From an optimization exercise on the open Yosys and OpenROAD flow, aimed at a short achievable clock period; shortcuts taken in it are not production practice.
Only simulation tests tie the RTL to the original design; equivalence was not proved.
The clock port is modelled as an ideal driver, which makes a skipped or thinned clock tree look cheaper than it is; a real chip needs a root buffer or a tree.
Power figures rest on the tool's default switching activity, not on a simulated workload.

==> module cordic, before the edit <==
module cordic#(
    parameter DATA_WIDTH    = 12,
    parameter ANGLE_WIDTH   = 16
    )(
    input                           clk,
    input                           rst,       
    input         [DATA_WIDTH:0]    am_i,      
    input         [DATA_WIDTH:0]    ap_i,      
    input         [DATA_WIDTH:0]    x01_i,     
    input         [DATA_WIDTH:0]    y01_i,     
    input                           kill_i,    
    input         [1:0]             quarter_in,
    input         [ANGLE_WIDTH-1:0] theta_next,  
    output reg    [DATA_WIDTH:0]    sin_o,
    output reg    [DATA_WIDTH:0]    cos_o
    );
localparam N = 16;
localparam W = DATA_WIDTH + 1;
function [16:0] tanangle;
    input integer i;
begin
    case (i)
    0: tanangle = 25723;
    1: tanangle = 15204;
    2: tanangle = 8028;
    3: tanangle = 4076;
    4: tanangle = 2045;
    5: tanangle = 1022;
    6: tanangle = 511;
    7: tanangle = 256;
    8: tanangle = 128;
    9: tanangle = 65;
    10: tanangle = 32;
    11: tanangle = 16;
    12: tanangle = 8;
    13: tanangle = 4;
    14: tanangle = 2;
    default: tanangle = 1;
    endcase
end
endfunction
function integer zwidth;
    input integer k;
begin
    if (k <= 1)      zwidth = 17;
    else if (k <= 3) zwidth = 16;
    else             zwidth = 15;
end
endfunction
reg [ANGLE_WIDTH-1:0] A;
always @(posedge clk) A <= theta_next;
wire [2:0] d0v;
or_reduce #(.W(ANGLE_WIDTH)) u_or0 (.a(A), .y(d0v[0]));
or_reduce #(.W(ANGLE_WIDTH)) u_or1 (.a(A), .y(d0v[1]));
or_reduce #(.W(ANGLE_WIDTH)) u_or2 (.a(A), .y(d0v[2]));
wire [2:0] gt_a0;
wire gt_a01, gt_a0m1;
genvar j;
generate
    for (j = 0; j < 3; j = j + 1) begin : c0
        kcmp #(.W(16), .C(25723)) u_c0 (.a(A), .y(gt_a0[j]));
    end
endgenerate
kcmp #(.W(16), .C(40927)) u_c1 (.a(A), .y(gt_a01));
kcmp #(.W(16), .C(10519)) u_c2 (.a(A), .y(gt_a0m1));
wire [W-1:0] x2_11 = am_i,  y2_11 = ap_i;
wire [W-1:0] x2_10 = ap_i,  y2_10 = am_i;
wire [W-1:0] x2_01 = x01_i, y2_01 = y01_i;
wire [16:0] Ae = {1'b0, A};
wire [15:0] z2_11, z2_10;          
zadd #(.W(16), .C(-40927)) u_z11 (.a(A), .s(z2_11));
zadd #(.W(16), .C(-10519)) u_z10 (.a(A), .s(z2_10));
wire [16:0] z2_0x = 17'd10519;                     
wire [W-1:0] x2_g1 = x2_11;
wire [W-1:0] x2_g0 = d0v[0] ? x2_10 : x2_01;
wire [W-1:0] y2_g1 = y2_11;
wire [W-1:0] y2_g0 = d0v[1] ? y2_10 : y2_01;
wire [15:0]  z2_g1 = z2_11;
wire [15:0]  z2_g0 = d0v[2] ? z2_10 : z2_0x[15:0];
wire         d2_g1 = gt_a01;
wire         d2_g0 = ~d0v[2] | gt_a0m1;
wire [W-1:0] x2_n, y2_n;
wire [15:0]  z2_n;
wire         d2_n;
generate
    for (j = 0; j < W; j = j + 1) begin : m1
        cell_mux2i u_x (.s(gt_a0[0]), .a1(~x2_g1[j]), .a0(~x2_g0[j]), .y(x2_n[j]));
        cell_mux2i u_y (.s(gt_a0[1]), .a1(~y2_g1[j]), .a0(~y2_g0[j]), .y(y2_n[j]));
    end
    for (j = 0; j < 16; j = j + 1) begin : m2
        cell_mux2i u_z (.s(gt_a0[2]), .a1(~z2_g1[j]), .a0(~z2_g0[j]), .y(z2_n[j]));
    end
endgenerate
cell_mux2 u_d (.s(gt_a0[2]), .a1(d2_g1), .a0(d2_g0), .y(d2_n));
reg signed [W-1:0] x2, y2;
reg signed [15:0]  z2;
reg                d2, d2n;
reg        [1:0]   q2;
reg                k2;
always @(posedge clk) begin
    q2 <= quarter_in;
    k2 <= kill_i | rst;
    x2 <= x2_n;
    y2 <= y2_n;
    z2 <= z2_n;
    d2 <= d2_n;
    d2n <= ~d2_n;
end
wire d2b, d2nb;
dreg u_d2b  (.clk(clk), .d( d2_n), .q(d2b));
dreg u_d2nb (.clk(clk), .d(~d2_n), .q(d2nb));
wire signed [W-1:0] xs [N:2];
wire signed [W-1:0] ys [N:2];
wire signed [17:0]  zs [N:2];
wire                ds [N:2];
wire                dns[N:2];
wire                d2s[N:2];
wire                dn2s[N:2];
wire        [1:0]   qs [N:2];
wire                ks [N:2];
assign xs[2] = x2;
assign ys[2] = y2;
assign zs[2] = z2;
assign ds[2] = d2;
assign dns[2] = d2n;
assign d2s[2] = d2b;
assign dn2s[2] = d2nb;
assign qs[2] = q2;
assign ks[2] = k2;
genvar i;
generate
    for (i = 2; i < N-1; i = i + 1) begin : stage
        wire signed [zwidth(i+1)-1:0] z_o;
        rotator #(
            .DATA_WIDTH    (DATA_WIDTH),
            .ZW            (zwidth(i)),
            .ZWO           (zwidth(i+1)),
            .ROTATOR_NUMBER(i),
            .ATAN          (tanangle(i)),
            .LAST          (i == N-2)
        ) rotator (
            .clk        (clk),
            .x_i        (xs[i]),
            .y_i        (ys[i]),
            .d_i        (ds[i]),
            .dn_i       (dns[i]),
            .d2_i       (d2s[i]),
            .dn2_i      (dn2s[i]),
            .z_i        (zs[i][zwidth(i)-1:0]),
            .quarter_in (qs[i]),
            .kill_in    (ks[i] | rst),
            .x_o        (xs[i+1]),
            .y_o        (ys[i+1]),
            .d_o        (ds[i+1]),
            .dn_o       (dns[i+1]),
            .d2_o       (d2s[i+1]),
            .dn2_o      (dn2s[i+1]),
            .z_o        (z_o),
            .quarter_out(qs[i+1]),
            .kill_out   (ks[i+1])
        );
        assign zs[i+1] = z_o;
    end
endgenerate
wire        [1:0]   q15 = qs[N-1];
wire neg_s = q15[1];
wire neg_c = q15[1] ^ q15[0];
wire [W-1:0] x15c = xs[N-1];
wire [W-1:0] y15c = ys[N-1];
wire                d15 = ds[N-1];
wire ux = y15c[W-1] ^ neg_s;    
wire uy = x15c[W-1] ^ neg_c;    
wire signed [2:0] dx = ux ? (d15 ? 3'sd1 : -3'sd1) : 3'sd0;
wire signed [2:0] dy = uy ? (d15 ? -3'sd1 : 3'sd1) : 3'sd0;
wire signed [2:0] ey = neg_s ? 3'sd1 - dy : dy;
wire signed [2:0] ex = neg_c ? 3'sd1 - dx : dx;
wire kill = rst | ks[N-1];
wire [W-1:0] s_val, c_val;
add_small #(.W(W)) u_s (.a(y15c), .e(ey), .kill(kill), .s(s_val));
add_small #(.W(W)) u_c (.a(x15c), .e(ex), .kill(kill), .s(c_val));
always @(posedge clk) begin
    sin_o <= s_val;
    cos_o <= c_val;
end
endmodule
==> flow/config.mk <==
export PLATFORM = sky130hd
export DESIGN_NAME = Sine_wave
export DESIGN_NICKNAME = Sine_wave
export VERILOG_FILES = /design/flow/design.v
export SDC_FILE = /design/flow/constraint.sdc
export NUM_CORES = 4
export LEC_CHECK = 0
export ABC_CLOCK_PERIOD_IN_PS = 1500
export CAP_MARGIN = 20
export CORE_MARGIN = 2
export CORE_UTILIZATION = 40
export SETUP_SLACK_MARGIN = 2.3
export SLEW_MARGIN = 20
export SYNTH_HIERARCHICAL = 1
export SYNTH_MINIMUM_KEEP_SIZE = 0
==> flow/constraint.sdc <==
create_clock -name core_clock -period 3.8 [get_ports {clk}]
set_input_delay 0.7600 -clock core_clock [delete_from_list [all_inputs] [get_ports {clk}]]
set_output_delay 0.7600 -clock core_clock [all_outputs]
set_load 0.01 [all_outputs]
standard.sh (not shown) runs the stock make flow with config.mk's settings and CLKGATE_MAP_FILE= SYNTH_SCRIPT=/design/flow/synth_recipe.tcl, a recipe that flattens the netlist after the stock synthesis.
==> flow/flow/run.sh <==
#!/bin/bash
# Layout flow: the standard ORFS flow, except that the clock tree is
# built by flow/cts_custom.tcl (two buffer levels: the clock port drives
# four root buffers, each root drives a column of leaf buffers, each leaf
# drives a balanced cluster of flip-flops).  Each tool's output goes to a
# log file of its own in this folder.
set -euo pipefail
export TREE_COLS=4
export TREE_ROWS=10

# synthesis, floorplan and placement: standard
bash standard.sh place > 1_standard_to_place.log 2>&1

# clock tree: the make command of standard.sh, running our script
MAKECMD=$(grep '^make ' standard.sh | sed 's/"\${@:-finish}"//')
eval "$MAKECMD run RUN_SCRIPT=$PWD/flow/cts_custom.tcl RUN_LOG_NAME_STEM=4_1_cts" > 2_custom_cts.log 2>&1

# routing and finishing: standard (CTS results are up to date)
bash standard.sh finish > 3_standard_finish.log 2>&1
Other scripts of this flow, unchanged in this note and not shown: flow/flow/cts_custom.tcl
==> next run, changes <==
--- a/flow/design.v
+++ b/flow/design.v
@@ -693,19 +693,19 @@
 wire [W-1:0] x2_01 = x01_i, y2_01 = y01_i;
 wire [16:0] Ae = {1'b0, A};
 wire [15:0] z2_11, z2_10;          
 zadd #(.W(16), .C(-40927)) u_z11 (.a(A), .s(z2_11));
 zadd #(.W(16), .C(-10519)) u_z10 (.a(A), .s(z2_10));
 wire [16:0] z2_0x = 17'd10519;                     
-wire [W-1:0] x2_g1 = x2_11;
+wire [W-1:0] x2_g1 = d0v[0] ? x2_11 : x2_01;
 wire [W-1:0] x2_g0 = d0v[0] ? x2_10 : x2_01;
-wire [W-1:0] y2_g1 = y2_11;
+wire [W-1:0] y2_g1 = d0v[1] ? y2_11 : y2_01;
 wire [W-1:0] y2_g0 = d0v[1] ? y2_10 : y2_01;
-wire [15:0]  z2_g1 = z2_11;
+wire [15:0]  z2_g1 = d0v[2] ? z2_11 : z2_0x[15:0];
 wire [15:0]  z2_g0 = d0v[2] ? z2_10 : z2_0x[15:0];
-wire         d2_g1 = gt_a01;
+wire         d2_g1 = ~d0v[2] | gt_a01;
 wire         d2_g0 = ~d0v[2] | gt_a0m1;
 wire [W-1:0] x2_n, y2_n;
 wire [15:0]  z2_n;
 wire         d2_n;
 generate
     for (j = 0; j < W; j = j + 1) begin : m1
After rerunning: Synthesized area barely changes. Global-route usage increases by 0.11 points. Via count stays flat. Power increases by 0.57%. Setup slack gets worse by 0.039 ns. Clock skew is about the same. Die area stays flat.
In every run of this note, the design's own scripts or RTL, not TritonCTS, make the clock network.

[separate check: timing with driven ports]
In the flow no input, the clock included, has a driving cell. The finished layouts below were timed again as built, in two steps.
Step 1 assumes that a clkbuf_16 drives the clock port and a buf_2 every other input.
Step 2 times the ports against the registers' clock, not the clock port: input delays grow and output delays shrink by t, the midpoint of the rising clock arrivals with the driver on.
a / b / c = no drivers / after step 1 / after step 2; a / b = the first two.
| run | t (ns) | setup slack, ns | worst setup path after step 2 | worst data-port slew with drivers (ns) | pins driven straight from the clock port |
|---|---|---|---|---|---|
| the first run | 0.567 | 1.864 / 1.864 / 1.516 | input to register | 0.08 | 4 |
| the second run | 0.568 | 1.825 / 1.825 / 1.511 | input to register | 0.08 | 4 |
After both steps setup and hold are still met in every run listed. For the first run, which loses most, drivers alone change the setup slack by 0.000 ns; drivers and shift together by -0.348 ns.
